Background: an optimization exercise with open tools, aiming at small area, a short achievable clock period and few clock cycles per item. Do not read the settings as production practice.
Function was checked by simulation only, so behaviour that the tests miss may differ from the original.

==> design/flow/design.v <==
module skinny_top (
   output [127:0] cipher_o,
   output reg     done_o,
   input  [127:0] input_i, key_i, tweak1_i, tweak2_i,
   input          clk_i, rst_i, start_i
   ) ;
   reg [127:0] state, tk1, tk2, tk3;
   reg [5:0]   rc;
   reg         busy;    
   wire [127:0] s  [0:2];
   wire [127:0] t1 [0:2];
   wire [127:0] t2 [0:2];
   wire [127:0] t3 [0:2];
   wire [5:0]   c  [0:2];
   assign cipher_o = state;
   assign s[0] = state;
   assign t1[0] = tk1;
   assign t2[0] = tk2;
   assign t3[0] = tk3;
   assign c[0] = rc;
   genvar g;
   generate for (g = 0; g < 2; g = g + 1) begin : rnd
      skinny_round r (.so(s[g+1]), .si(s[g]), .t1(t1[g]), .t2(t2[g]), .t3(t3[g]), .rc(c[g]));
      skinny_tks ts (.t1o(t1[g+1]), .t2o(t2[g+1]), .t3o(t3[g+1]), .t1(t1[g]), .t2(t2[g]), .t3(t3[g]));
      assign c[g+1] = {c[g][4:0], c[g][5]^c[g][4]^1'b1};
   end endgenerate
   always @(posedge clk_i) begin
      if (!rst_i) begin
         done_o <= 1'b1;
         busy <= 1'b0;
         rc <= 6'h01;
      end else if (start_i) begin
         done_o <= 1'b0;
         busy <= 1'b1;
         rc <= 6'h01;
      end else begin
         rc <= c[2];
         if (rc == 6'h2d) begin
            done_o <= 1'b1;
            busy <= 1'b0;
         end
      end
   end
   wire [127:0] ld   = {128{start_i}};
   wire [127:0] run  = {128{busy}};
   wire [127:0] idle = {128{done_o}};
   wire [127:0] hold = {128{done_o & ~start_i}};
   always @(posedge clk_i) begin
      state <= (ld & input_i) | (run & s[2]) | (hold & state);
   end
   always @(posedge clk_i) begin
      tk1 <= (idle & tweak1_i) | (run & t1[2]);
      tk2 <= (idle & tweak2_i) | (run & t2[2]);
      tk3 <= (idle & key_i)    | (run & t3[2]);
   end
endmodule
module skinny_round (
   output [127:0] so,
   input  [127:0] si, t1, t2, t3,
   input  [5:0]   rc
   ) ;
   wire [127:0] sb, atk;
   wire [31:0]  r0, r1, r2, r3, x02;
   genvar i;
   generate for (i = 0; i < 16; i = i + 1) begin : sbl
      skinny_sbox8_logic sb8 (.so(sb[8*i+7:8*i]), .si(si[8*i+7:8*i]));
   end endgenerate
   assign atk = sb ^ {t1[127:64] ^ t2[127:64] ^ t3[127:64], 64'h0} ^
                {4'h0, rc[3:0], 24'h0, 6'h0, rc[5:4], 24'h0, 8'h02, 56'h0};
   assign r0 = atk[127:96];
   assign r1 = {atk[71:64], atk[95:72]};
   assign r2 = {atk[47:32], atk[63:48]};
   assign r3 = {atk[23:0],  atk[31:24]};
   assign x02 = r0 ^ r2;
   assign so = {x02 ^ r3, r0, r1 ^ r2, x02};
endmodule
module skinny_tks (
   output [127:0] t1o, t2o, t3o,
   input  [127:0] t1, t2, t3
   ) ;
   wire [127:0] p1, p2, p3;
   skinny_perm pm1 (.ko(p1), .ki(t1));
   skinny_perm pm2 (.ko(p2), .ki(t2));
   skinny_perm pm3 (.ko(p3), .ki(t3));
   assign t1o = p1;
   genvar i;
   generate for (i = 8; i < 16; i = i + 1) begin : lf
      assign t2o[8*i+7:8*i] = {p2[8*i+6:8*i], p2[8*i+7] ^ p2[8*i+5]};
      assign t3o[8*i+7:8*i] = {p3[8*i] ^ p3[8*i+6], p3[8*i+7:8*i+1]};
   end endgenerate
   assign t2o[63:0] = p2[63:0];
   assign t3o[63:0] = p3[63:0];
endmodule
module skinny_perm (
   output [127:0] ko,
   input  [127:0] ki
   ) ;
   assign ko = {ki[ 55: 48], ki[  7:  0], ki[ 63: 56], ki[ 23: 16],
                ki[ 47: 40], ki[ 15:  8], ki[ 31: 24], ki[ 39: 32],
                ki[127:120], ki[119:112], ki[111:104], ki[103: 96],
                ki[ 95: 88], ki[ 87: 80], ki[ 79: 72], ki[ 71: 64]};
endmodule
module skinny_sbox8_logic (
   output [7:0] so,
   input  [7:0] si
   ) ;
   wire [7:0] a;
   assign a[0] = ~(si[7] | si[6]) ^ si[4];
   assign a[1] = ~(si[3] | si[2]) ^ si[0];
   assign a[2] = ~(si[2] | si[1]) ^ si[6];
   assign a[3] = ~(a[0]  | a[1])  ^ si[5];
   assign a[4] = ~(a[1]  | si[3]) ^ si[1];
   assign a[5] = ~(a[2]  | a[3])  ^ si[7];
   assign a[6] = ~(a[3]  | a[0])  ^ si[3];
   assign a[7] = ~(a[4]  | a[5])  ^ si[2];
   assign so = {a[3], a[0], a[1], a[6], a[4], a[2], a[5], a[7]};
endmodule
==> design/flow/flow/run.sh <==
#!/bin/bash
set -euo pipefail
export BUFFER_PORTS_ARGS="-buffer_cell sky130_fd_sc_hd__buf_1"
bash standard.sh SETUP_SLACK_MARGIN=6 finish > make_finish.log 2>&1
==> design/flow/standard.sh <==
#!/bin/bash
# synth_recipe.tcl (not shown) runs the flow's synth.tcl, then flattens the netlist and writes it again
# the make line also repeats each setting of config.mk as NAME=value (left out here)
make -C /OpenROAD-flow-scripts/flow DESIGN_CONFIG=/design/flow/config.mk WORK_HOME=/design/flow/orfs CLKGATE_MAP_FILE= SYNTH_SCRIPT=/design/flow/synth_recipe.tcl "${@:-finish}"
==> design/flow/config.mk <==
export PLATFORM = sky130hd
export DESIGN_NAME = skinny_top
export DESIGN_NICKNAME = skinny_top
export VERILOG_FILES = /design/flow/design.v
export SDC_FILE = /design/flow/constraint.sdc
export NUM_CORES = 4
export LEC_CHECK = 0
export ABC_AREA = 1
export CAP_MARGIN = 20
export CORE_MARGIN = 2
export CORE_UTILIZATION = 40
export SLEW_MARGIN = 20
==> design/flow/constraint.sdc <==
create_clock -name core_clock -period 10.0 [get_ports {clk_i}]
set_input_delay 2.0000 -clock core_clock [delete_from_list [all_inputs] [get_ports {clk_i}]]
set_output_delay 2.0000 -clock core_clock [all_outputs]
set_load 0.01 [all_outputs]
==> impl_metrics.csv, run 1 <==
group,metric,value,unit
run_status,status,"complete, no violations",
job,maxCapViolations,0,
worst_hold_path,hold_path_class,"reg2reg",
clocking,clkSlewWorstSetupHoldPaths,60,ps
timing,finalClockSkew,38.4,ps
final_layout,stdcell_count,5564,
clocking,cts.sinks,520,
global_route,antenna_found_initial,15,
worst_setup_path,worstSetupPathType,"reg2reg",
timing,worst_pin_slew,1150,ps
synth,synth_edf_count,0,
detailed_routing,drt_iter0_drc,3148,
clocking,cts_tree,"done",
synth,syn_area,30100,sq um
synth,async_flop_share,0,
floorplanning,die_w,279,um
placement,globalplace.congestion,1.03,
global_route,grt_pass1_wl,203000,um
detailed_routing,dr.pass1.iters,7,
final_layout,drive_gt1_frac,0.102,
global_route,grt_start_max_net_pins,102,
floorplanning,core,74600,sq um
timing,finalHoldViolations,0,
clocking,cts_hold_buf,0,
worst_setup_path,crit_required,10500,ps
clocking,htree_levels,2,
timing,fin_crit,3940,ps
floorplanning,chipHeight,279,um
clocking,clk_latency,650,ps
detailed_routing,avgViaCountPerCell,5.50,
synth,synth_seq_cells,520,
final_layout,num-fill-cells,7648,
synth,synth_nets,4463,
timing,tns,0,ps
worst_setup_path,cp-end-kind,"flop",
synth,seq_area_frac_synth,0.345,
detailed_routing,drc_errors,0,
timing,period_share,0.394,
clocking,clock-root-buffer,"clkbuf_16",
timing,setup_viol,0,
clocking,clock_path_buffers,3,
timing,slew_headroom,0.236,
worst_setup_path,arrival,4450,ps
worst_setup_path,start_kind,"flop",
floorplanning,io_pins,644,
synth,avgSynthCellArea,7.64,sq um
worst_setup_path,path_max_fanout,8,
global_route,grt_pass1_vias,28000,
detailed_routing,wl_per_cell,26.8,um
synth,yosys_warnings,1,
clocking,numCtsBuffers,58,
final_layout,syn2layout_area_growth,18.4,%
global_route,groute.usage.overall,0.370,
synth,netlist_instances,3947,
global_route,grt-ovfl-total,0,
floorplanning,die-area,77600,sq um
synth,ys_types,46,
placement,placed_cells,5447,
detailed_routing,vias,30600,
floorplanning,start_util,0.404,
timing,final_max_slew_viol_count,0,
final_layout,nNetsFinal,5057,
synth,synthFlopType,"dfxtp_1",
placement,portBuffers,643,
worst_setup_path,r2r_slack,6060,ps
timing,max_freq,254,MHz
detailed_routing,wl,149000,um
floorplanning,fp-row-count,100,
placement,dp_hpwl,125000,um
detailed_routing,postRouteAntennaNets,0,
timing,rsz0062_at_grt,"true",
## final timing paths
check	start	to	cells after the start
min	tk3[109]	tk3[92]	2
min reg2reg	tk3[109]	tk3[92]	2
max reg2reg	state[111]	state[33]	17
max	state[111]	state[33]	17
## cells in the final DEF (no fill, tap or decap), drive strengths merged, types with 9 or more instances in the layout
| cell | Yosys | layout |
|---|---|---|
| clkbuf | 110 | 80 |
| a21oi | 18 | 18 |
| xor2 | 281 | 281 |
| nand4 | 54 | 54 |
| dfxtp | 520 | 520 |
| inv | 363 | 367 |
| nand3 | 427 | 427 |
| nand2 | 1254 | 1254 |
| buf | 17 | 660 |
| o21ai | 129 | 129 |
| o221ai | 36 | 36 |
| clkinv | 1 | 14 |
| nand3b | 23 | 23 |
| o211ai | 54 | 54 |
| o21bai | 13 | 13 |
| nor2 | 76 | 76 |
| diode | 0 | 9 |
| or2 | 18 | 18 |
| a22o | 286 | 286 |
| xnor2 | 248 | 248 |
## critical path: stages, from the launching register on
cell and delay (ps):
dfxtp_1 490, inv_2 110, nand3_1 90, nand2_1 290, nand3_4 270, nand3_1 120, nand2_1 90, nand2_1 110
xnor2_1 720, nand2_1 150, xor2_1 420, nand2_1 170, xor2_2 200, xor2_1 170, nor2_1 120, nor2_1 50
nand2_1 150, nand3_1 70
## cell type report
| type | instances | area [sq um] | area share |
|---|---|---|---|
| Sequential cell | 520 | 10400 | 0.292 |
| Inverter | 364 | 1370 | 0.0385 |
| Clock buffer | 79 | 1680 | 0.0471 |
| Timing Repair Buffer | 661 | 2570 | 0.0720 |
| Clock inverter | 26 | 388 | 0.0109 |
| Antenna cell | 9 | 22.5 | 0.000631 |
| Multi-Input combinational cell | 2936 | 18000 | 0.505 |
| Tap cell | 969 | 1210 | 0.0340 |
## state kept, by name, indices dropped and copies added (netlist names)
signal,flops
busy,1
tk1,128
state,128
tk3,128
rc,6
tk2,128
done_o,1
## cells by family after synthesis
logic type / after synthesis / share of synthesized area
buffers and inverters: 491 / 0.0616
AO/OA/AOI/OAI: 543 / 0.137
XOR/XNOR: 529 / 0.168
adder cells (fa/ha/maj): 1 / 0.000415
flip-flops: 520 / 0.345
AND/OR/NAND/NOR: 1863 / 0.288
## synthesized netlist by cell type (54+ instances only)
| library cell | count | area, sq um |
|---|---|---|
| nand2_1 | 1111 | 4170 |
| dfxtp_1 | 520 | 10400 |
| nand3_1 | 380 | 1900 |
| inv_1 | 320 | 1200 |
| a22o_1 | 286 | 2500 |
| xor2_1 | 248 | 2170 |
| xnor2_1 | 237 | 2080 |
| nand2_2 | 124 | 776 |
| o21ai_0 | 121 | 606 |
| clkbuf_1 | 110 | 413 |
| nand4_1 | 54 | 338 |
| o211ai_1 | 54 | 405 |
## per-layer routing
| layer | track usage | wire, um | part of all wire |
|---|---|---|---|
| met1 | 0.481 | 61200 | 0.41 |
| met2 | 0.596 | 66900 | 0.45 |
| met3 | 0.0539 | 12000 | 0.080 |
| met4 | 0.192 | 8910 | 0.060 |
| met5 | 0 | 87 | 0.00058 |
## repair_timing
action | CTS | global route
gates resized for setup | 1 | 36
endpoints found under the setup margin | 2 | 38
cloned | 0 | 0
buffers inserted | 1 | 2
pin swaps | 0 | 2
## through the flow
step | hold WS [ps] | area (sq um) | util | worst slack (ps)
after floorplan | 433 | 30100 | - | 7070
final | 458 | 35700 | 0.479 | 6060
after CTS | 456 | 35500 | 0.476 | 6000
after global routing | 484 | 35700 | 0.479 | 5850
after detailed placement | 452 | 33400 | 0.448 | 5840
after global placement | 449 | 33400 | 0.448 | 5810
Testbench counts, summed over its fixed seeds: cycles 5,384, items 256.
==> run 2: changes to the inputs <==
==> design/flow/flow/run.sh (replaced) <==
#!/bin/bash
set -euo pipefail
export BUFFER_PORTS_ARGS="-buffer_cell sky130_fd_sc_hd__buf_1"
bash standard.sh SETUP_SLACK_MARGIN=7 finish > make_finish.log 2>&1
==> run 2 against run 1 <==
Critical path type unchanged. Synthesized area unchanged. Die area unchanged. First-iteration DRC count up 11%. Global-route usage rose by 1.7 points.
==> impl_metrics.csv, run 2 <==
group,metric,value,unit
worst_setup_path,cp_common_cell,"nand2_2",
synth,synth_top_family_by_area,"simple AND/OR/NAND/NOR gates",
synth,synthMuxAreaShare,0,
worst_setup_path,crit_slowest_cell,"dfxtp_4",
final_layout,drive_gt1_frac,0.398,
timing,slew_headroom,0.225,
detailed_routing,drt_iter0_drc,3484,
detailed_routing,postRouteAntennaNets,0,
floorplanning,die_w,279,um
floorplanning,core,74600,sq um
synth,syn_area,30100,sq um
worst_setup_path,r2r_slack,6720,ps
timing,max_freq,305,MHz
clocking,numCtsBuffers,58,
job,maxCapViolations,0,
global_route,grt_pass1_wl,213000,um
clocking,clock_path_buffers,3,
synth,yosys_warnings,1,
placement,globalplace.congestion,1.03,
clocking,clock-root-buffer,"clkbuf_16",
placement,placed_cells,5447,
global_route,grt-ovfl-total,0,
synth,yosysMostFrequentCell,"nand2_1",
final_layout,syn2layout_area_growth,55.3,%
placement,placed_area,33400,sq um
synth,synth_top_area_frac,0.345,
placement,portBuffers,643,
detailed_routing,wl,162000,um
synth,netlist_instances,3947,
worst_setup_path,path_delay_family,"simple AND/OR/NAND/NOR gates",
global_route,grt_pass1_vias,30300,
final_layout,nNetsFinal,5500,
clocking,clk_latency,650,ps
final_layout,final_cell_area,46800,sq um
synth,avgSynthCellArea,7.64,sq um
synth,synth_common_cells,"nand2_1 (1111), dfxtp_1 (520), nand3_1 (380), inv_1 (320), a22o_1 (286)",
timing,finalClockSkew,50.0,ps
worst_setup_path,path_max_fanout,8,
timing,finalHoldViolations,0,
run_status,status,"complete, no violations",
clocking,cts_tree,"done",
synth,seq_area_frac_synth,0.345,
synth,ys_types,46,
placement,dp_hpwl,125000,um
floorplanning,fp-row-count,100,
clocking,htree_levels,2,
clocking,cts_hold_buf,0,
floorplanning,io_pins,644,
detailed_routing,dr.pass1.iters,5,
clocking,clkSlewWorstSetupHoldPaths,70,ps
synth,synth_seq_cells,520,
floorplanning,die-area,77600,sq um
final_layout,final_cell_mix,"nand2_1 (706), buf_1 (513), dfxtp_1 (377)",
timing,final_max_slew_viol_count,0,
worst_setup_path,path_cells,"buf_6, nor2_4, nor2_4, nor2_8, nand2_2, nand2_4, nand4_1, nand2_2, nand3_2, nand2_4, buf_12, xor2_4, nand2_2, xor2_4, nand2_2, xor2_2, xor2_1, nor2_1, nor2_1, nand2_1, nand3_1",
global_route,grt_start_max_net_pins,102,
synth,synth_top_cells_by_area,"dfxtp_1 (35%), nand2_1 (14%), a22o_1 (8.3%)",
final_layout,post-route-util,0.628,
detailed_routing,vias,33600,
synth,synthFlopType,"dfxtp_1",
detailed_routing,avgViaCountPerCell,5.60,
synth,synth_edf_count,0,
timing,setup_viol,0,
synth,synth-compound-area-share,0.137,
timing,period_share,0.328,
worst_setup_path,cpPeakStageDelay,360,ps
synth,synth_xor_xnor_area_share,0.168,
worst_setup_path,worstSetupPathType,"reg2reg",
clocking,cts.sinks,520,
final_layout,stdcell_count,6007,
synth,synth.largest_area_cell,"dfxtp_1",
worst_setup_path,arrival,3780,ps
synth,yosys.area_share.simple,0.288,
detailed_routing,drc_errors,0,
timing,rsz0062_at_grt,"true",
synth,async_flop_share,0,
worst_setup_path,cp-end-kind,"flop",
worst_hold_path,hold_path_class,"reg2reg",
global_route,antenna_found_initial,12,
timing,worst_pin_slew,1150,ps
floorplanning,chipHeight,279,um
floorplanning,start_util,0.404,
global_route,groute.usage.overall,0.387,
detailed_routing,wl_per_cell,27.0,um
worst_setup_path,crit_required,10500,ps
worst_setup_path,path_buf_inv,2,
timing,tns,0,ps
timing,fin_crit,3280,ps
synth,synthAdderAreaFrac,0.000415,
worst_setup_path,start_kind,"flop",
final_layout,layout_commonest_cell,"nand2_1",
synth,synth_nets,4463,
-- run 2: changes by cell type in the layout (fill, tap and decap cells not counted), moves of 49 or more --
| cell | change |
|---|---|
| buf_1 | -129 |
| buf_4 | +360 |
| buf_6 | +182 |
| dfxtp_1 | -132 |
| dfxtp_4 | +92 |
| inv_1 | -49 |
| nand2_1 | -398 |
| nand2_2 | +213 |
| nand2_4 | +182 |
| nand3_1 | -187 |
| nand3_2 | +122 |
| nand3_4 | +65 |
| xor2_1 | -101 |
| xor2_4 | +61 |
-- run 2: worst paths after layout --
path	cells after the start	end	start
max	21	state[33]	state[107]
min	2	tk1[19]	tk1[11]
max reg2reg	21	state[33]	state[107]
min reg2reg	2	tk1[19]	tk1[11]
-- run 2: area by class of cell --
| cell class | instances | area, sq um |
|---|---|---|
| Fill cell | 6409 | 27800 |
| Multi-Input combinational cell | 2937 | 23800 |
| Sequential cell | 520 | 10800 |
| Timing Repair Buffer | 1103 | 7420 |
| Clock buffer | 79 | 1680 |
| Inverter | 364 | 1460 |
| Tap cell | 969 | 1210 |
| Clock inverter | 26 | 388 |
| Antenna cell | 9 | 22.5 |
-- run 2: logic make-up after synthesis --
| logic type | Yosys count |
|---|---|
| DFF | 520 |
| buffers and inverters | 491 |
| adders and majority gates | 1 |
| AOI/OAI and AO/OA | 543 |
| and+or+nand+nor | 1863 |
| xor gates and xnor gates | 529 |
-- run 2: repair_timing --
action                                 4_1_cts  5_1_grt
endpoints found under the hold margin        0        0
gates cloned                                 2        0
pin swaps                                  146      378
resized for setup                         1052      799
buffers inserted                           261      183
setup endpoints to repair                  418      236
-- run 2: stage by stage --
step	hold WS [ps]	worst slack [ps]
floorplan	433	7070
global placement	449	5810
detailed placement	452	5840
CTS	465	6720
global route	484	6610
finish	467	6720
-- run 2: per-layer routing --
layer / up-vias / global-route usage / routed length, um
li1: 15100 / - / -
met1: 16300 / 0.486 / 62100
met2: 1862 / 0.623 / 73200
met3: 417 / 0.0662 / 14500
met4: 8 / 0.230 / 12200
met5: - / 0 / 52
-- run 2: tightest hold or removal path: stages, from the launching register on --
cell	delay [ps]
dfxtp_1	320
nand2_1	60
nand2_1	50
==> run 3: changes to the inputs <==
==> design/flow/flow/run.sh (replaced) <==
#!/bin/bash
set -euo pipefail
export BUFFER_PORTS_ARGS="-buffer_cell sky130_fd_sc_hd__buf_1"
bash standard.sh SETUP_SLACK_MARGIN=6.8 finish > make_finish.log 2>&1
==> run 3 against run 2 <==
Still clean on timing, DRC and antenna. Register-to-register slack better by 20 ps. Largest cell class unchanged. Highest routed layer unchanged.
==> impl_metrics.csv, run 3 <==
group,metric,value,unit
run_status,status,"complete, no violations",
clocking,clk_latency,650,ps
synth,yosys_warnings,1,
synth,netlist_instances,3947,
placement,globalplace.congestion,1.03,
synth,seq_area_frac_synth,0.345,
detailed_routing,dr.pass1.iters,8,
synth,syn_area,30100,sq um
worst_setup_path,reg2reg_from,"state[122]",
timing,finalHoldViolations,0,
placement,dp_hpwl,125000,um
synth,async_flop_share,0,
detailed_routing,vias,32200,
floorplanning,chipHeight,279,um
synth,synth_top_area_frac,0.345,
worst_setup_path,rr_endpoint,"state[53]",
worst_setup_path,path_cells,"buf_8, buf_6",
worst_setup_path,cp-end-kind,"output pin",
synth,synthFlopType,"dfxtp_1",
worst_setup_path,worstSetupPathType,"reg2out",
worst_setup_path,crit_slowest_cell,"dfxtp_4",
synth,ys_types,46,
final_layout,num-fill-cells,7096,
job,maxCapViolations,0,
timing,worst_pin_slew,1100,ps
floorplanning,start_util,0.404,
synth,synth_seq_cells,520,
synth,synth_edf_count,0,
timing,final_max_slew_viol_count,0,
final_layout,final_cell_area,41700,sq um
final_layout,final-seq-area,10700,sq um
final_layout,nNetsFinal,5292,
worst_setup_path,r2r_slack,6740,ps
timing,rsz0062_at_grt,"true",
worst_setup_path,start_kind,"flop",
final_layout,layout_commonest_cell,"nand2_1",
worst_setup_path,path_delay_family,"flip-flops",
worst_hold_path,hold_start,"tk1[43]",
worst_setup_path,arrival,1280,ps
clocking,numCtsBuffers,58,
synth,avgSynthCellArea,7.64,sq um
synth,yosysMostFrequentCell,"nand2_1",
global_route,grt_pass1_wl,207000,um
final_layout,multiInputGateArea,21500,sq um
timing,slew_headroom,0.261,
clocking,clock-root-buffer,"clkbuf_16",
clocking,cts_tree,"done",
worst_setup_path,ff2ff_path_depth,14,
final_layout,final_cell_mix,"nand2_1 (887), buf_1 (549), dfxtp_1 (404)",
clocking,htree_levels,2,
placement,portBuffers,643,
floorplanning,core,74600,sq um
worst_hold_path,hold_path_class,"reg2reg",
clocking,cts.sinks,520,
floorplanning,fp-row-count,100,
timing,fin_crit,3280,ps
timing,tns,0,ps
global_route,grt_pass1_vias,28900,
floorplanning,io_pins,644,
timing,max_freq,305,MHz
timing,setup_viol,0,
worst_setup_path,path_max_fanout,2,
detailed_routing,drt_iter0_drc,3303,
floorplanning,die-area,77600,sq um
timing,period_share,0.328,
placement,placed_area,33400,sq um
floorplanning,die_w,279,um
synth,synth_nets,4463,
detailed_routing,wl,155000,um
global_route,groute.usage.overall,0.377,
synth,synth_top_cells_by_area,"dfxtp_1 (35%), nand2_1 (14%), a22o_1 (8.3%)",
global_route,grt-ovfl-total,0,
worst_setup_path,crit_required,8000,ps
clocking,clkSlewWorstSetupHoldPaths,70,ps
worst_setup_path,path_buf_inv,2,
global_route,antenna_found_initial,16,
worst_setup_path,cpPeakStageDelay,360,ps
clocking,clock_path_buffers,3,
detailed_routing,drc_errors,0,
global_route,grt_start_max_net_pins,102,
worst_hold_path,hold_depth,2,
worst_hold_path,whs_endpoint,"tk1[27]",
detailed_routing,postRouteAntennaNets,0,
clocking,cts_hold_buf,0,
final_layout,syn2layout_area_growth,38.5,%
detailed_routing,wl_per_cell,26.8,um
final_layout,drive_gt1_frac,0.286,
timing,finalClockSkew,43.3,ps
synth,synth.largest_area_cell,"dfxtp_1",
detailed_routing,avgViaCountPerCell,5.55,
synth,synth_common_cells,"nand2_1 (1111), dfxtp_1 (520), nand3_1 (380), inv_1 (320), a22o_1 (286)",
-- run 3: changes by cell type in the layout (fill, tap and decap cells not counted), sizes merged --
cell	delta
nand2	+1
clkinvlp	-3
clkbuf	+7
buf	-215
diode	-1
inv	+3
bufbuf	-1
-- run 3: per-layer routing --
| metal | up-vias | track usage | share of wire | wire length, um |
|---|---|---|---|---|
| li1 | 14600 | - | - | - |
| met1 | 15500 | 0.481 | 0.40 | 61500 |
| met2 | 1664 | 0.611 | 0.45 | 69800 |
| met3 | 389 | 0.0618 | 0.084 | 13100 |
| met4 | 12 | 0.203 | 0.070 | 10800 |
| met5 | - | 0 | 0.00050 | 77 |
-- run 3: final cells by class --
type                       instances  share of cell area
antenna                            8            0.000480
clock buffer                      79              0.0403
clock inverter                    26             0.00929
inverter                         364              0.0337
multi-input combinational       2938               0.516
sequential                       520               0.257
tap                              969              0.0291
timing repair buffer             894               0.115
-- run 3: what timing repair did --
action | CTS | global route
resized for setup | 580 | 477
cloned | 1 | 3
setup endpoints to repair | 258 | 110
pin swaps | 58 | 220
buffers inserted | 80 | 154
-- run 3: per-stage QoR --
stage | instances | hold slack [ps] | setup slack [ps] | utilization
after detailed placement | 5447 | 452 | 5840 | 0.448
final | 5798 | 470 | 6720 | 0.560
after floorplan | 3947 | 433 | 7070 | -
after CTS | 5633 | 456 | 6530 | 0.514
after global routing | 5795 | 484 | 6620 | 0.560
after global placement | 5447 | 449 | 5810 | 0.448
-- run 3: worst max-delay path by stage --
stage / startpoint / endpoint / depth (start not counted)
final: state[91] / cipher_o[91] / 2
after global routing: state[75] / state[112] / 24
after CTS: done_o / done_o / 2
after detailed placement: start_i / state[57] / 6
after global placement: start_i / state[57] / 6
after floorplan: start_i / state[42] / 5
-- run 3: cells by family after synthesis --
family | share of synthesized area
buffers and inverters | 0.0616
adder cells (fa/ha/maj) | 0.000415
flip-flops | 0.345
XOR/XNOR | 0.168
AO/OA/AOI/OAI | 0.137
AND/OR/NAND/NOR | 0.288
-- run 3: worst register-to-register path: stages (launching register included) --
cell and delay (ps):
dfxtp_4 470, nor2_2 80, nand2_2 90, nand4_1 230, nand2_2 200, nand2_4 90
nand2_4 90, buf_4 130, nand2_1 120, xnor2_4 160, buf_4 140, buf_4 120
xor2_1 680, a21oi_1 250, a221o_1 300
==> run 4: changes to the inputs <==
==> design/flow/flow/run.sh (replaced) <==
#!/bin/bash
set -euo pipefail
export BUFFER_PORTS_ARGS="-buffer_cell sky130_fd_sc_hd__buf_1"
bash standard.sh SETUP_SLACK_MARGIN=6.5 finish > make_finish.log 2>&1
==> run 4 against run 3 <==
Still clean on timing, DRC and antenna. Die area unchanged. Fmax down 6.0%. Global-route usage down 0.63 points. First-iteration DRC count down 7.4%. Clock-buffer cell count unchanged. Setup slack worse by 210 ps. Critical path depth up 14. Clock skew down 0.81 ps. Critical endpoint is now state[97].
==> impl_metrics.csv, run 4 <==
group,metric,value,unit
worst_hold_path,hold_start,"tk3[109]",
synth,ys_types,46,
detailed_routing,wl,150000,um
worst_setup_path,rr_endpoint,"state[97]",
timing,slew_headroom,0.247,
global_route,grt_pass1_wl,203000,um
global_route,groute.usage.overall,0.371,
worst_setup_path,crit_slowest_cell,"xor2_2",
synth,async_flop_share,0,
worst_setup_path,path_cells,"xnor2_1, xor2_2, xor2_2, xor2_2, xnor2_1, nand4_1, nand2_4, nand3_1, nand2_1, nand2_1, nand2_4, nand2_1, nand2_2, nand2_1, nand3_4, nand2_1",
synth,yosysMostFrequentCell,"nand2_1",
final_layout,final-seq-area,10500,sq um
synth,synth_nets,4463,
global_route,grt_pass1_vias,28000,
synth,synth_common_cells,"nand2_1 (1111), dfxtp_1 (520), nand3_1 (380), inv_1 (320), a22o_1 (286)",
floorplanning,core,74600,sq um
final_layout,final_cell_mix,"nand2_1 (1045), buf_1 (639), dfxtp_1 (470)",
synth,yosys_warnings,1,
final_layout,syn2layout_area_growth,23.5,%
detailed_routing,drc_errors,0,
worst_setup_path,ff2ff_path_depth,16,
timing,final_max_slew_viol_count,0,
worst_setup_path,cp-end-kind,"flop",
detailed_routing,wl_per_cell,26.8,um
timing,period_share,0.349,
final_layout,drive_gt1_frac,0.152,
synth,synth_edf_count,0,
clocking,cts_hold_buf,0,
synth,seq_area_frac_synth,0.345,
floorplanning,die_w,279,um
timing,tns,0,ps
clocking,clk_latency,650,ps
synth,synth_seq_cells,520,
timing,fin_crit,3490,ps
synth,synth.largest_area_cell,"dfxtp_1",
worst_setup_path,cpPeakStageDelay,430,ps
detailed_routing,drt_iter0_drc,3060,
worst_setup_path,arrival,4010,ps
synth,avgSynthCellArea,7.64,sq um
final_layout,multiInputGateArea,19100,sq um
placement,dp_hpwl,125000,um
floorplanning,die-area,77600,sq um
timing,max_freq,287,MHz
clocking,cts_tree,"done",
detailed_routing,postRouteAntennaNets,0,
timing,worst_pin_slew,1120,ps
global_route,grt_start_max_net_pins,102,
final_layout,post-route-util,0.499,
worst_setup_path,worstSetupPathType,"reg2reg",
detailed_routing,dr.pass1.iters,6,
final_layout,nNetsFinal,5098,
floorplanning,io_pins,644,
timing,finalHoldViolations,0,
clocking,clkSlewWorstSetupHoldPaths,60,ps
placement,globalplace.congestion,1.03,
final_layout,layout_commonest_cell,"nand2_1",
timing,holdWs,455,ps
synth,netlist_instances,3947,
worst_setup_path,cp_common_cell,"nand2_1",
worst_hold_path,whs_endpoint,"tk3[92]",
placement,portBuffers,643,
clocking,clock_path_buffers,3,
worst_setup_path,reg2reg_from,"tk2[101]",
floorplanning,start_util,0.404,
run_status,status,"complete, no violations",
clocking,clock-root-buffer,"clkbuf_16",
clocking,numCtsBuffers,58,
worst_hold_path,hold_path_class,"reg2reg",
final_layout,num-fill-cells,7544,
clocking,cts.sinks,520,
global_route,grt-ovfl-total,0,
worst_hold_path,hold_depth,2,
global_route,antenna_found_initial,17,
job,maxCapViolations,0,
timing,setup_viol,0,
synth,syn_area,30100,sq um
synth,synth_top_area_frac,0.345,
floorplanning,chipHeight,279,um
synth,synth_top_cells_by_area,"dfxtp_1 (35%), nand2_1 (14%), a22o_1 (8.3%)",
worst_setup_path,crit_required,10520,ps
floorplanning,fp-row-count,100,
timing,finalClockSkew,42.5,ps
detailed_routing,vias,30700,
synth,synthFlopType,"dfxtp_1",
clocking,htree_levels,2,
worst_setup_path,path_max_fanout,4,
timing,rsz0062_at_grt,"true",
worst_setup_path,r2r_slack,6510,ps
detailed_routing,avgViaCountPerCell,5.48,
worst_setup_path,start_kind,"flop",
[run 4: critical path: cells and delay by family, from the launching register on]
family,cells,cell delay (ps)
flip-flops,1,340
XOR/XNOR,5,1730
AND/OR/NAND/NOR,11,1290
[run 4: worst max-delay path by stage]
stage | startpoint | endpoint | slack, ps | cells past startpoint
after global routing | tk2[101] | state[97] | 6420 | 16
after CTS | tk1[91] | state[96] | 6420 | 22
final | tk2[101] | state[97] | 6510 | 16
after global placement | start_i | state[57] | 5810 | 6
after floorplan | start_i | state[42] | 7070 | 5
after detailed placement | start_i | state[57] | 5840 | 6
[run 4: layer usage]
| layer | share of wire | global-route usage | up-vias | wire length, um |
|---|---|---|---|---|
| met5 | 0.00048 | 0 | - | 72 |
| met4 | 0.059 | 0.193 | 10 | 8920 |
| met3 | 0.077 | 0.0544 | 294 | 11500 |
| met2 | 0.45 | 0.599 | 1470 | 68100 |
| met1 | 0.41 | 0.481 | 14700 | 61500 |
| li1 | - | - | 14200 | - |
[run 4: kinds of logic (layout without fill, tap and decap cells)]
logic type / Yosys count / after routing / share of synthesized area
DFF: 520 / 520 / 0.345
other: 0 / 8 / 0
and+or+nand+nor: 1863 / 1863 / 0.288
AOI/OAI and AO/OA: 543 / 543 / 0.137
buffers and inverters: 491 / 1171 / 0.0616
xor gates and xnor gates: 529 / 529 / 0.168
adders and majority gates: 1 / 1 / 0.000415
[run 4: repair_timing]
item                       4_1_cts  5_1_grt
gates resized for setup        113      188
pin swaps                        4       44
buffers inserted                 7       36
setup endpoints to repair       75       67
[run 4: area by class of cell]
type,count,area share
diodes,8,0.000538
clock buffers,79,0.0451
clock inverters,26,0.0104
inverters,364,0.0370
multi-input cells,2936,0.514
flip-flops and latches,520,0.282
well taps,969,0.0326
repair buffers,702,0.0782
[run 4: through the flow]
stage,setup WS (ps),instance area [sq um],cells
after floorplan,7070,30100,3947
after global placement,5810,33400,5447
after detailed placement,5840,33400,5447
after CTS,6420,36100,5559
after global routing,6420,37200,5603
final,6510,37200,5604
==> run 5: changes to the inputs <==
==> design/flow/flow/run.sh (replaced) <==
#!/bin/bash
set -euo pipefail
export BUFFER_PORTS_ARGS="-buffer_cell sky130_fd_sc_hd__buf_1"
bash standard.sh SETUP_SLACK_MARGIN=0 finish > make_finish.log 2>&1
--- a/design/flow/config.mk
+++ b/design/flow/config.mk
@@ -8,5 +8,6 @@
 export ABC_AREA = 1
 export CAP_MARGIN = 20
 export CORE_MARGIN = 2
-export CORE_UTILIZATION = 40
+export CORE_UTILIZATION = 55
+export CTS_BUF_LIST = sky130_fd_sc_hd__clkbuf_2 sky130_fd_sc_hd__clkbuf_4 sky130_fd_sc_hd__clkbuf_8
 export SLEW_MARGIN = 20
==> run 5 against run 4 <==
Fmax decreased by 19%. Utilization increased by 15 points. Setup slack got worse by 820 ps. Hold slack got worse by 7.7 ps. Synthesized cell count unchanged. Clock-buffer cell count grew 53. Sequential share of layout area increased by 1.6 points. Register-to-register slack worse by 820 ps. Clock skew shrank 9.2 ps. Critical path type unchanged. Largest cell class unchanged. Highest routed layer unchanged.
==> impl_metrics.csv, run 5 <==
group,metric,value,unit
run_status,status,"complete, no violations",
synth,synth_top_cells_by_area,"dfxtp_1 (35%), nand2_1 (14%), a22o_1 (8.3%)",
synth,netlist_instances,3947,
clocking,cts_tree,"done",
floorplanning,die-area,56700,sq um
timing,finalClockSkew,33.3,ps
worst_setup_path,crit_slowest_cell,"xor2_1",
synth,synthMuxAreaShare,0,
global_route,grt_start_max_net_pins,216,
synth,yosys.area_share.simple,0.288,
worst_setup_path,arrival,4890,ps
final_layout,stdcell_count,5328,
worst_setup_path,cp-end-kind,"flop",
timing,worst_slack,5690,ps
timing,max_freq,232,MHz
floorplanning,io_pins,644,
global_route,grt_pass1_wl,189000,um
timing,period_share,0.431,
global_route,grt-ovfl-total,0,
floorplanning,start_util,0.558,
placement,portBuffers,643,
worst_setup_path,crit_required,10580,ps
worst_hold_path,hold_path_class,"reg2reg",
detailed_routing,wl,138000,um
synth,synth.largest_area_cell,"dfxtp_1",
timing,finalHoldViolations,0,
synth,syn_area,30100,sq um
job,maxCapViolations,0,
clocking,numCtsBuffers,86,
timing,tns,0,ps
synth,seq_area_frac_synth,0.345,
floorplanning,core,54000,sq um
detailed_routing,vias,31400,
floorplanning,chipHeight,238,um
synth,avgSynthCellArea,7.64,sq um
synth,yosysMostFrequentCell,"nand2_1",
final_layout,syn2layout_area_growth,15.9,%
placement,place_ws,5900,ps
global_route,grt_pass1_vias,27800,
timing,slew_headroom,0.264,
global_route,antenna_found_initial,5,
detailed_routing,drc_errors,0,
timing,rsz0062_at_grt,"false",
worst_setup_path,cpPeakStageDelay,840,ps
clocking,cts.sinks,520,
placement,placed_cells,5171,
worst_setup_path,path_cells,"inv_1, nand3_1, nand2_1, nand2_2, nand2_4, nand2_2, nand2_4, nand2_4, nand2_2, nand2_1, nand2_1, xor2_1, nand4_1, nand2_1, nand3b_1, nand2_1, nand2_1, nand2_1, nand2_1, inv_1, nand2_1, nand3_1, nand2_1",
clocking,htree_levels,3,
synth,synth-compound-area-share,0.137,
synth,synth_nets,4463,
placement,dp_hpwl,115000,um
final_layout,post-route-util,0.647,
timing,setup_viol,0,
clocking,clk_latency,730,ps
clocking,cts_resized,0,
synth,synth_xor_xnor_area_share,0.168,
final_layout,nNetsFinal,5080,
placement,globalplace.congestion,1.07,
clocking,clock_path_buffers,3,
detailed_routing,dr.pass1.iters,6,
detailed_routing,avgViaCountPerCell,5.89,
synth,synth_edf_count,0,
final_layout,layout_commonest_cell,"nand2_1",
timing,worst_pin_slew,1100,ps
floorplanning,fp-row-count,85,
clocking,cts_hold_buf,0,
final_layout,num-fill-cells,4928,
timing,final_max_slew_viol_count,0,
synth,synthFlopType,"dfxtp_1",
detailed_routing,wl_per_cell,26.0,um
placement,placed_area,33100,sq um
floorplanning,die_w,238,um
synth,synthAdderAreaFrac,0.000415,
worst_setup_path,start_kind,"flop",
worst_setup_path,path_max_fanout,7,
synth,synth_top_area_frac,0.345,
clocking,clock-root-buffer,"clkbuf_8",
global_route,groute.usage.overall,0.471,
synth,synth_seq_cells,520,
worst_setup_path,worstSetupPathType,"reg2reg",
synth,ys_types,46,
timing,holdWs,447,ps
final_layout,drive_gt1_frac,0.104,
detailed_routing,postRouteAntennaNets,0,
worst_setup_path,cp_common_cell,"nand2_1",
synth,synth_common_cells,"nand2_1 (1111), dfxtp_1 (520), nand3_1 (380), inv_1 (320), a22o_1 (286)",
detailed_routing,drt_iter0_drc,3900,
clocking,clkSlewWorstSetupHoldPaths,60,ps
final_layout,final_cell_mix,"nand2_1 (1111), buf_1 (642), dfxtp_1 (518)",
timing,fin_crit,4310,ps
clocking,post_cts_buffers,0,
synth,yosys_warnings,1,
synth,async_flop_share,0,
final_layout,final_cell_area,34900,sq um
synth,synth_top_family_by_area,"simple AND/OR/NAND/NOR gates",
==> run 5: cell counts after synthesis <==
Identical to the previous run, type by type.
==> run 5: kinds of logic after synthesis <==
| group | count (synthesis) |
|---|---|
| adder cells (fa/ha/maj) | 1 |
| AND/OR/NAND/NOR | 1863 |
| XOR/XNOR | 529 |
| AO/OA/AOI/OAI | 543 |
| buffers and inverters | 491 |
| flip-flops | 520 |
==> run 5: per-layer routing <==
| metal | vias to the layer above | GRT usage | wire length (um) |
|---|---|---|---|
| li1 | 14300 | - | - |
| met1 | 14700 | 0.612 | 53600 |
| met2 | 2079 | 0.705 | 58400 |
| met3 | 386 | 0.111 | 16300 |
| met4 | 2 | 0.294 | 10100 |
| met5 | - | 0 | 13 |
==> run 5: path summary, 6_finish.rpt <==
kind | startpoint | end | slack [ps] | cells past startpoint
hold reg to reg | tk1[1] | tk1[49] | 450 | 2
hold / removal | tk1[1] | tk1[49] | 450 | 2
setup / recovery | state[127] | state[96] | 5690 | 23
setup reg to reg | state[127] | state[96] | 5690 | 23
==> run 5: layout make-up <==
cell class	instances	area, sq um	area share
flip-flops and latches	520	10400	0.298
diodes	5	12.5	0.000358
clock inverters	19	200	0.00573
clock buffers	132	1630	0.0466
multi-input cells	2936	17900	0.512
well taps	696	871	0.0249
repair buffers	656	2550	0.0729
inverters	364	1370	0.0393
==> run 5: critical path: cells and delay by family (launching register included) <==
family | cells | cell delay [ps]
xor gates and xnor gates | 1 | 840
buffers and inverters | 2 | 250
DFF | 1 | 490
and+or+nand+nor | 20 | 2560
==> run 6: changes to the inputs <==
--- a/design/flow/design.v
+++ b/design/flow/design.v
@@ -41,12 +41,11 @@
          end
       end
    end
-   wire [127:0] ld   = {128{start_i}};
    wire [127:0] run  = {128{busy}};
    wire [127:0] idle = {128{done_o}};
-   wire [127:0] hold = {128{done_o & ~start_i}};
+   wire [127:0] nxt = (run & s[2]) | (idle & state);
    always @(posedge clk_i) begin
-      state <= (ld & input_i) | (run & s[2]) | (hold & state);
+      state <= start_i ? input_i : nxt;
    end
    always @(posedge clk_i) begin
       tk1 <= (idle & tweak1_i) | (run & t1[2]);
@@ -108,10 +107,10 @@
    assign a[0] = ~(si[7] | si[6]) ^ si[4];
    assign a[1] = ~(si[3] | si[2]) ^ si[0];
    assign a[2] = ~(si[2] | si[1]) ^ si[6];
-   assign a[3] = ~(a[0]  | a[1])  ^ si[5];
-   assign a[4] = ~(a[1]  | si[3]) ^ si[1];
-   assign a[5] = ~(a[2]  | a[3])  ^ si[7];
-   assign a[6] = ~(a[3]  | a[0])  ^ si[3];
-   assign a[7] = ~(a[4]  | a[5])  ^ si[2];
+   assign a[3] = a[1] ? si[5] : ~(a[0] ^ si[5]);
+   assign a[4] = si[3] ? si[1] : ~(a[1] ^ si[1]);
+   assign a[5] = a[3] ? si[7] : ~(a[2] ^ si[7]);
+   assign a[6] = a[0] ? si[3] : ~(a[3] ^ si[3]);
+   assign a[7] = a[5] ? si[2] : ~(a[4] ^ si[2]);
    assign so = {a[3], a[0], a[1], a[6], a[4], a[2], a[5], a[7]};
 endmodule
==> design/flow/flow/run.sh (replaced) <==
#!/bin/bash
set -euo pipefail
export BUFFER_PORTS_ARGS="-buffer_cell sky130_fd_sc_hd__buf_1"
export MY_ABC_SCRIPT="$PWD/flow/abc_map.script"
bash standard.sh SYNTH_SCRIPT="$PWD/flow/my_synth.tcl" SETUP_SLACK_MARGIN=6.5 finish > make_finish.log 2>&1
==> design/flow/flow/abc_map.script (new file) <==
strash
dch
map -B 0.9 -D 4500
topo
stime -c
buffer -c
upsize -c
dnsize -c
==> design/flow/flow/my_synth.tcl (new file) <==
proc synth {args} { yosys synth -nofsm -noshare {*}$args }
# Same as the standard flow's synthesis script, except that ABC's mapping script can be replaced
# by the file named in MY_ABC_SCRIPT.
proc abc {args} {
  if {[info exists ::env(MY_ABC_SCRIPT)] && $::env(MY_ABC_SCRIPT) ne ""} {
    set i [lsearch -exact $args -script]
    if {$i >= 0} { lset args [expr {$i + 1}] $::env(MY_ABC_SCRIPT) }
  }
  yosys abc {*}$args
}
source $::env(SCRIPTS_DIR)/synth.tcl
# left out here: clear keep_hierarchy, flatten, clean up, hide names made inside functions, write 1_2_yosys.v
--- a/design/flow/config.mk
+++ b/design/flow/config.mk
@@ -8,6 +8,5 @@
 export ABC_AREA = 1
 export CAP_MARGIN = 20
 export CORE_MARGIN = 2
-export CORE_UTILIZATION = 55
-export CTS_BUF_LIST = sky130_fd_sc_hd__clkbuf_2 sky130_fd_sc_hd__clkbuf_4 sky130_fd_sc_hd__clkbuf_8
+export CORE_UTILIZATION = 60
 export SLEW_MARGIN = 20
==> run 6 against run 5 <==
Register-to-register slack improved by 730 ps. Final cell count shrank 1.4%. Setup slack better by 730 ps. Non-clock buffer count increased by 34. Synthesized area is 1.9% lower. Die area decreased by 10%.
==> impl_metrics.csv, run 6 <==
group,metric,value,unit
run_status,status,"complete, no violations",
timing,setup_viol,0,
timing,tns,0,ps
timing,final_max_slew_viol_count,0,
floorplanning,io_pins,644,
global_route,grt_pass1_wl,183000,um
worst_hold_path,hold_depth,2,
worst_hold_path,whs_endpoint,"tk1[9]",
worst_setup_path,arrival,4080,ps
floorplanning,die_w,226,um
clocking,cts_hold_buf,0,
timing,worst_pin_slew,1190,ps
job,maxCapViolations,0,
worst_setup_path,r2r_slack,6420,ps
placement,portBuffers,643,
synth,netlist_instances,3948,
timing,slew_headroom,0.205,
final_layout,syn2layout_area_growth,20.6,%
detailed_routing,postRouteAntennaNets,0,
worst_setup_path,path_max_fanout,4,
placement,globalplace.congestion,1.14,
placement,dp_hpwl,108000,um
synth,seq_area_frac_synth,0.352,
worst_setup_path,ff2ff_path_depth,12,
clocking,clkSlewWorstSetupHoldPaths,60,ps
clocking,clock_path_buffers,3,
synth,syn_area,29600,sq um
worst_hold_path,hold_path_class,"reg2reg",
timing,rsz0062_at_grt,"true",
synth,avgSynthCellArea,7.49,sq um
synth,synth_seq_cells,520,
synth,synth_nets,4464,
detailed_routing,vias,31700,
timing,max_freq,280,MHz
final_layout,layout_commonest_cell,"nand2_1",
final_layout,nNetsFinal,5065,
final_layout,drive_gt1_frac,0.124,
floorplanning,die-area,51100,sq um
detailed_routing,avgViaCountPerCell,6.04,
detailed_routing,drc_errors,0,
worst_setup_path,start_kind,"flop",
worst_setup_path,cpPeakStageDelay,650,ps
worst_setup_path,crit_slowest_cell,"xnor2_1",
clocking,clk_latency,640,ps
timing,fin_crit,3580,ps
global_route,grt_pass1_vias,27600,
synth,synthFlopType,"dfxtp_1",
worst_setup_path,reg2reg_from,"tk2[104]",
clocking,cts_tree,"done",
global_route,groute.usage.overall,0.504,
worst_setup_path,path_cells,"xnor2_1, xnor2_1, o21bai_2, nand2_4, xnor2_2, nand2_1, xor2_2, nand3_1, xnor2_1, a21oi_1, o21ai_0, a21oi_1",
global_route,grt_start_max_net_pins,230,
global_route,antenna_found_initial,4,
synth,yosys_warnings,1,
timing,worst_slack,6420,ps
synth,yosysMostFrequentCell,"nand2_1",
synth,synth.largest_area_cell,"dfxtp_1",
synth,ys_types,43,
detailed_routing,wl,135000,um
synth,async_flop_share,0,
floorplanning,core,48700,sq um
floorplanning,chipHeight,226,um
worst_setup_path,worstSetupPathType,"reg2reg",
clocking,clock-root-buffer,"clkbuf_16",
timing,period_share,0.358,
worst_hold_path,hold_start,"tk1[25]",
clocking,numCtsBuffers,52,
final_layout,final_cell_mix,"nand2_1 (927), buf_1 (642), dfxtp_1 (458)",
detailed_routing,drt_iter0_drc,4414,
floorplanning,fp-row-count,81,
global_route,grt-ovfl-total,0,
timing,finalHoldViolations,0,
synth,synth_common_cells,"nand2_1 (971), dfxtp_1 (520), inv_1 (296), a22o_1 (293), nand3_1 (280)",
floorplanning,start_util,0.606,
synth,synth_top_cells_by_area,"dfxtp_1 (35%), nand2_1 (12%), a22o_1 (8.7%)",
worst_setup_path,rr_endpoint,"state[32]",
detailed_routing,dr.pass1.iters,7,
clocking,cts.sinks,520,
worst_setup_path,cp-end-kind,"flop",
placement,place_ws,5770,ps
synth,synth_edf_count,0,
clocking,htree_levels,2,
synth,synth_top_area_frac,0.352,
final_layout,num-fill-cells,3881,
detailed_routing,wl_per_cell,25.7,um
worst_setup_path,cp_common_cell,"xnor2_1",
worst_setup_path,crit_required,10500,ps
timing,finalClockSkew,36.0,ps
==> run 6: cell types whose count changed after synthesis, sizes merged, moves of 24 or more <==
cell,previous run,this run
o221ai,36,0
o211ai,54,0
nand3,427,294
inv,363,339
nand4,54,25
nand2,1254,1073
nor2,76,220
clkbuf,110,136
a21oi,18,269
==> run 6: worst max path at each step <==
| stage | endpoint | from | depth (start not counted) |
|---|---|---|---|
| global placement | done_o | start_i | 5 |
| detailed placement | done_o | start_i | 5 |
| floorplan | done_o | start_i | 5 |
| finish | state[32] | tk2[104] | 12 |
| global route | state[96] | tk3[98] | 23 |
| CTS | state[112] | state[106] | 20 |
==> run 6: kinds of logic after synthesis <==
logic type               count (synthesis)  synth area share
AO/OA/AOI/OAI                          716             0.162
buffers and inverters                  483            0.0617
adder cells (fa/ha/maj)                  1          0.000423
XOR/XNOR                               561             0.176
AND/OR/NAND/NOR                       1667             0.248
flip-flops                             520             0.352
==> run 6: area by class of cell <==
| class | count | area, sq um | area share |
|---|---|---|---|
| Antenna cell | 3 | 7.51 | 0.000211 |
| Clock buffer | 76 | 1500 | 0.0421 |
| Clock inverter | 16 | 213 | 0.00597 |
| Inverter | 340 | 1280 | 0.0360 |
| Multi-Input combinational cell | 2945 | 18400 | 0.517 |
| Sequential cell | 520 | 10500 | 0.295 |
| Tap cell | 664 | 831 | 0.0233 |
| Timing Repair Buffer | 690 | 2860 | 0.0802 |
==> run 6: critical path, delay by kind of cell, from the launching register on <==
family,cells,cell delay [ps]
compound gates,4,520
xor+xnor,5,2110
simple gates,3,500
flops,1,330
==> run 6: repair_timing <==
action | CTS | global route
pin swaps | 3 | 37
endpoints found under the setup margin | 205 | 113
buffers inserted | 4 | 33
gates resized for setup | 63 | 208
==> run 6: layer usage <==
layer / vias up / wire [um] / track usage
li1: 14100 / - / -
met1: 14800 / 48000 / 0.629
met2: 2339 / 56100 / 0.751
met3: 551 / 17600 / 0.118
met4: 4 / 13100 / 0.390
met5: - / 21 / 0
==> run 6: metrics by stage <==
| step | std cells | util | hold slack [ps] | instance area [sq um] |
|---|---|---|---|---|
| 6_report | 5254 | 0.731 | 461 | 35700 |
| 5_1_grt | 5253 | 0.731 | 475 | 35700 |
| 4_1_cts | 5218 | 0.707 | 459 | 34500 |
| 3_5_place_dp | 5122 | 0.664 | 449 | 32400 |
| 3_3_place_gp | 5122 | 0.664 | 445 | 32400 |
| 2_1_floorplan | 3948 | - | 438 | 29600 |
Testbench counts of run 6, summed over its fixed seeds: cycles 5,384, items 256.
==> run 7: changes to the inputs <==
==> design/flow/flow/abc_map.script (replaced) <==
strash
dch
map -B 0.9
topo
stime -c
buffer -c
upsize -c
dnsize -c
--- a/design/flow/config.mk
+++ b/design/flow/config.mk
@@ -8,5 +8,5 @@
 export ABC_AREA = 1
 export CAP_MARGIN = 20
 export CORE_MARGIN = 2
-export CORE_UTILIZATION = 60
+export CORE_UTILIZATION = 70
 export SLEW_MARGIN = 20
==> run 7 against run 6 <==
The flow now stops in global routing (5_1_grt). Synthesized cell count grew 8.2%. Synthesized area rose by 3.8%.
==> impl_metrics.csv, run 7 <==
group,metric,value,unit
synth,seq_area_frac_synth,0.339,
floorplanning,die_w,213,um
floorplanning,fp-row-count,76,
placement,dp_hpwl,113000,um
run_status,stop_stage,"global routing (5_1_grt)",
clocking,cts_hold_buf,0,
synth,synth_top_area_frac,0.339,
clocking,cts.sinks,520,
floorplanning,chipHeight,213,um
placement,portBuffers,643,
synth,synth_seq_cells,520,
run_status,status,"did not finish",
synth,synth.largest_area_cell,"dfxtp_1",
global_route,grt_pass1_vias,36900,
synth,synth_common_cells,"nand2_1 (1177), dfxtp_1 (520), nand3_1 (387), inv_1 (320), a22o_1 (277)",
synth,netlist_instances,4270,
run_status,firstError,"[ERROR GRT-0116] Global routing finished with congestion. Check the congestion regions in the DRC Viewer.",
global_route,grt-ovfl-total,14,
floorplanning,start_util,0.711,
synth,syn_area,30700,sq um
synth,synth_top_cells_by_area,"dfxtp_1 (34%), nand2_1 (14%), a22o_1 (7.9%)",
synth,yosysMostFrequentCell,"nand2_1",
global_route,grt_pass1_wl,239000,um
placement,globalplace.congestion,1.17,
global_route,grt_start_max_net_pins,122,
clocking,numCtsBuffers,52,
synth,yosys_warnings,1,
clocking,htree_levels,2,
clocking,clock_path_buffers,3,
global_route,groute.usage.overall,0.726,
synth,synthFlopType,"dfxtp_1",
synth,avgSynthCellArea,7.19,sq um
synth,synth_edf_count,0,
floorplanning,io_pins,644,
synth,async_flop_share,0,
synth,ys_types,47,
clocking,clock-root-buffer,"clkbuf_16",
synth,synth_nets,4786,
run 7: cell types whose count changed after synthesis, sizes merged, moves of 12 or more:
cell / previous run / this run
nand4: 25 / 38
nor2: 220 / 206
xnor2: 267 / 241
xor2: 294 / 238
nand3: 294 / 421
buf: 7 / 19
inv: 339 / 352
a22o: 293 / 277
o21bai: 15 / 35
nand2: 1073 / 1316
run 7: routing by layer:
layer,overflow,global-route usage
met4,9,0.757
met5,0,0.0991
met2,5,0.917
met1,0,0.743
met3,0,0.517
run 7: what timing repair did:
item / 4_1_cts
resized for setup: 29
setup endpoints to repair: 30
pin swaps: 3
setup buffers: 5
gates cloned: 0
run 7: cell families after synthesis:
| logic type | after synthesis | share of synthesized area |
|---|---|---|
| xor gates and xnor gates | 479 | 0.142 |
| adders and majority gates | 1 | 0.000408 |
| buffers and inverters | 502 | 0.0629 |
| and+or+nand+nor | 2042 | 0.298 |
| AOI/OAI and AO/OA | 726 | 0.157 |
| DFF | 520 | 0.339 |
run 7: worst max path at each step:
stage / endpoint / slack (ps) / depth (start not counted)
after floorplan: done_o / 7160 / 5
after global placement: done_o / 5980 / 5
after detailed placement: done_o / 5930 / 5
after CTS: state[32] / 6500 / 17
run 7: per-stage QoR:
step	hold slack (ps)	setup WS, ps	std cells	area, sq um
floorplan	438	7160	4270	30700
global placement	443	5980	5363	33400
detailed placement	457	5930	5363	33400
CTS	468	6500	5465	35300
==> run 8: changes to the inputs <==
--- a/design/flow/config.mk
+++ b/design/flow/config.mk
@@ -8,5 +8,5 @@
 export ABC_AREA = 1
 export CAP_MARGIN = 20
 export CORE_MARGIN = 2
-export CORE_UTILIZATION = 70
+export CORE_UTILIZATION = 60
 export SLEW_MARGIN = 20
==> run 8 against run 7 <==
Synthesized cell count stayed put. Synthesized area is the same. The run now finishes clean.
==> impl_metrics.csv, run 8 <==
group,metric,value,unit
global_route,grt_pass1_vias,30600,
detailed_routing,drc_errors,0,
run_status,status,"complete, no violations",
timing,worst_pin_slew,1150,ps
timing,finalClockSkew,46.8,ps
detailed_routing,vias,34200,
clocking,clock_path_buffers,3,
synth,synth_top_area_frac,0.339,
global_route,grt_pass1_wl,198000,um
timing,max_freq,286,MHz
synth,ys_types,47,
clocking,clkSlewWorstSetupHoldPaths,70,ps
worst_setup_path,r2r_slack,6510,ps
placement,portBuffers,643,
timing,period_share,0.349,
synth,yosysMostFrequentCell,"nand2_1",
worst_setup_path,start_kind,"flop",
final_layout,post-route-util,0.719,
floorplanning,fp-row-count,82,
timing,worst_slack,6510,ps
global_route,antenna_found_initial,6,
synth,synth_nets,4786,
global_route,grt-ovfl-total,0,
final_layout,stdcell_count,5576,
worst_setup_path,path_max_fanout,4,
floorplanning,start_util,0.609,
worst_setup_path,path_buf_inv,2,
worst_setup_path,cp-end-kind,"flop",
placement,globalplace.congestion,1.07,
detailed_routing,wl_per_cell,25.6,um
synth,synth_edf_count,0,
detailed_routing,postRouteAntennaNets,0,
placement,dp_hpwl,113000,um
timing,finalHoldViolations,0,
final_layout,final_cell_area,36200,sq um
synth,synth.largest_area_cell,"dfxtp_1",
clocking,htree_levels,2,
synth,avgSynthCellArea,7.19,sq um
timing,setup_viol,0,
synth,synthFlopType,"dfxtp_1",
floorplanning,chipHeight,230,um
synth,seq_area_frac_synth,0.339,
final_layout,num-fill-cells,4021,
worst_setup_path,crit_required,10500,ps
synth,synth_seq_cells,520,
floorplanning,core,50400,sq um
synth,synth_common_cells,"nand2_1 (1177), dfxtp_1 (520), nand3_1 (387), inv_1 (320), a22o_1 (277)",
timing,tns,0,ps
floorplanning,die_w,230,um
worst_setup_path,crit_slowest_cell,"xnor2_1",
floorplanning,io_pins,644,
timing,rsz0062_at_grt,"true",
placement,placed_cells,5448,
job,maxCapViolations,0,
global_route,groute.usage.overall,0.514,
clocking,numCtsBuffers,54,
detailed_routing,wl,143000,um
placement,placed_area,33500,sq um
floorplanning,die-area,53000,sq um
timing,slew_headroom,0.233,
synth,synth_top_cells_by_area,"dfxtp_1 (34%), nand2_1 (14%), a22o_1 (7.9%)",
detailed_routing,dr.pass1.iters,8,
synth,async_flop_share,0,
worst_hold_path,hold_path_class,"reg2reg",
worst_setup_path,path_cells,"xnor2_1, nand2_1, nand2_1, nand2_1, nand2_1, inv_1, nand2_2, nand2_2, xor2_2, or2_1, nand2_1, inv_1, nand2_1, nand2_1, xnor2_1, o21ai_0, a21oi_1",
clocking,cts.sinks,520,
worst_setup_path,arrival,3990,ps
final_layout,drive_gt1_frac,0.112,
synth,syn_area,30700,sq um
final_layout,syn2layout_area_growth,18.1,%
clocking,clk_latency,650,ps
detailed_routing,avgViaCountPerCell,6.13,
final_layout,nNetsFinal,5381,
timing,holdWs,459,ps
placement,place_ws,5850,ps
clocking,cts_tree,"done",
worst_setup_path,cpPeakStageDelay,640,ps
synth,yosys_warnings,1,
synth,netlist_instances,4270,
timing,fin_crit,3490,ps
timing,final_max_slew_viol_count,0,
worst_setup_path,cp_common_cell,"nand2_1",
final_layout,final_cell_mix,"nand2_1 (1142), buf_1 (642), dfxtp_1 (451)",
clocking,clock-root-buffer,"clkbuf_16",
global_route,grt_start_max_net_pins,228,
detailed_routing,drt_iter0_drc,4820,
worst_setup_path,path_delay_family,"simple AND/OR/NAND/NOR gates",
worst_setup_path,worstSetupPathType,"reg2reg",
final_layout,layout_commonest_cell,"nand2_1",
-- run 8: path summary, 6_finish.rpt --
check	startpoint	to	cells after the start
hold reg to reg	tk1[27]	tk1[11]	2
setup / recovery	tk2[120]	state[49]	17
setup reg to reg	tk2[120]	state[49]	17
hold / removal	tk1[27]	tk1[11]	2
-- run 8: kinds of logic after synthesis --
family,count (synthesis),synth area share
and+or+nand+nor,2042,0.298
AOI/OAI and AO/OA,726,0.157
adders and majority gates,1,0.000408
xor gates and xnor gates,479,0.142
DFF,520,0.339
buffers and inverters,502,0.0629
-- run 8: tightest hold or removal path, stage by stage (launching register included) --
cell and delay [ps]:
dfxtp_1 320, nand2_1 60, nand2_1 40
-- run 8: metal layers --
layer  wire length (um)  GRT usage  vias up
met5                 13          0        -
met4              13100      0.384        2
met3              19400      0.135      574
met2              60200      0.778     2659
met1              49900      0.626    15800
li1                   -          -    15200
-- run 8: timing repair --
item,4_1_cts,5_1_grt
pin swaps,3,27
buffers inserted,4,29
gates cloned,0,0
gates resized for setup,37,165
endpoints found under the setup margin,154,142
hold buffers,0,0
-- run 8: layout make-up --
| class | count | area [sq um] | share of cell area |
|---|---|---|---|
| antenna | 3 | 7.51 | 0.000207 |
| timing repair buffer | 687 | 2820 | 0.0778 |
| multi-input combinational | 3248 | 18900 | 0.523 |
| sequential | 520 | 10500 | 0.291 |
| inverter | 354 | 1340 | 0.0369 |
| clock inverter | 20 | 268 | 0.00739 |
| clock buffer | 72 | 1490 | 0.0411 |
| tap | 672 | 841 | 0.0232 |

-- port drivers added, routing unchanged --
How much do the figures lean on ideal ports? The routed layouts below were timed once more, with nothing changed but the port constraints. Step 1: set_driving_cell puts a clkbuf_16 on clk_i and a buf_2 on each other input, an assumption about the parent block. Step 2 times the ports against the registers' clock, not the clock port: input delays grow and output delays shrink by t, the midpoint of the rising clock arrivals with the driver on. Slacks: ideal ports / drivers / drivers and shift; pairs: ideal ports / drivers.
| run | t (ns) | setup WS [ns] | worst hold slack (ns) | cell pins on the clock port's net |
|---|---|---|---|---|
| run 1 | 0.693 | 6.057 / 6.057 / 5.803 | 0.458 / 0.458 / 0.458 | 1 |
| run 2 | 0.694 | 6.721 / 6.656 / 6.331 | 0.467 / 0.467 / 0.467 | 1 |
| run 3 | 0.696 | 6.721 / 6.656 / 6.174 | 0.470 / 0.470 / 0.470 | 1 |
| run 4 | 0.694 | 6.512 / 6.512 / 5.935 | 0.455 / 0.455 / 0.455 | 1 |
| run 5 | 0.778 | 5.692 / 5.692 / 5.692 | 0.447 / 0.447 / 0.447 | 1 |
| run 6 | 0.691 | 6.425 / 6.425 / 5.954 | 0.461 / 0.461 / 0.461 | 1 |
| run 8 | 0.696 | 6.506 / 6.497 / 6.093 | 0.459 / 0.459 / 0.459 | 1 |
After both steps setup and hold are still met in every run listed. The setup slack of run 4, which loses most, moves by 0.000 ns with the drivers and by -0.577 ns with both steps.
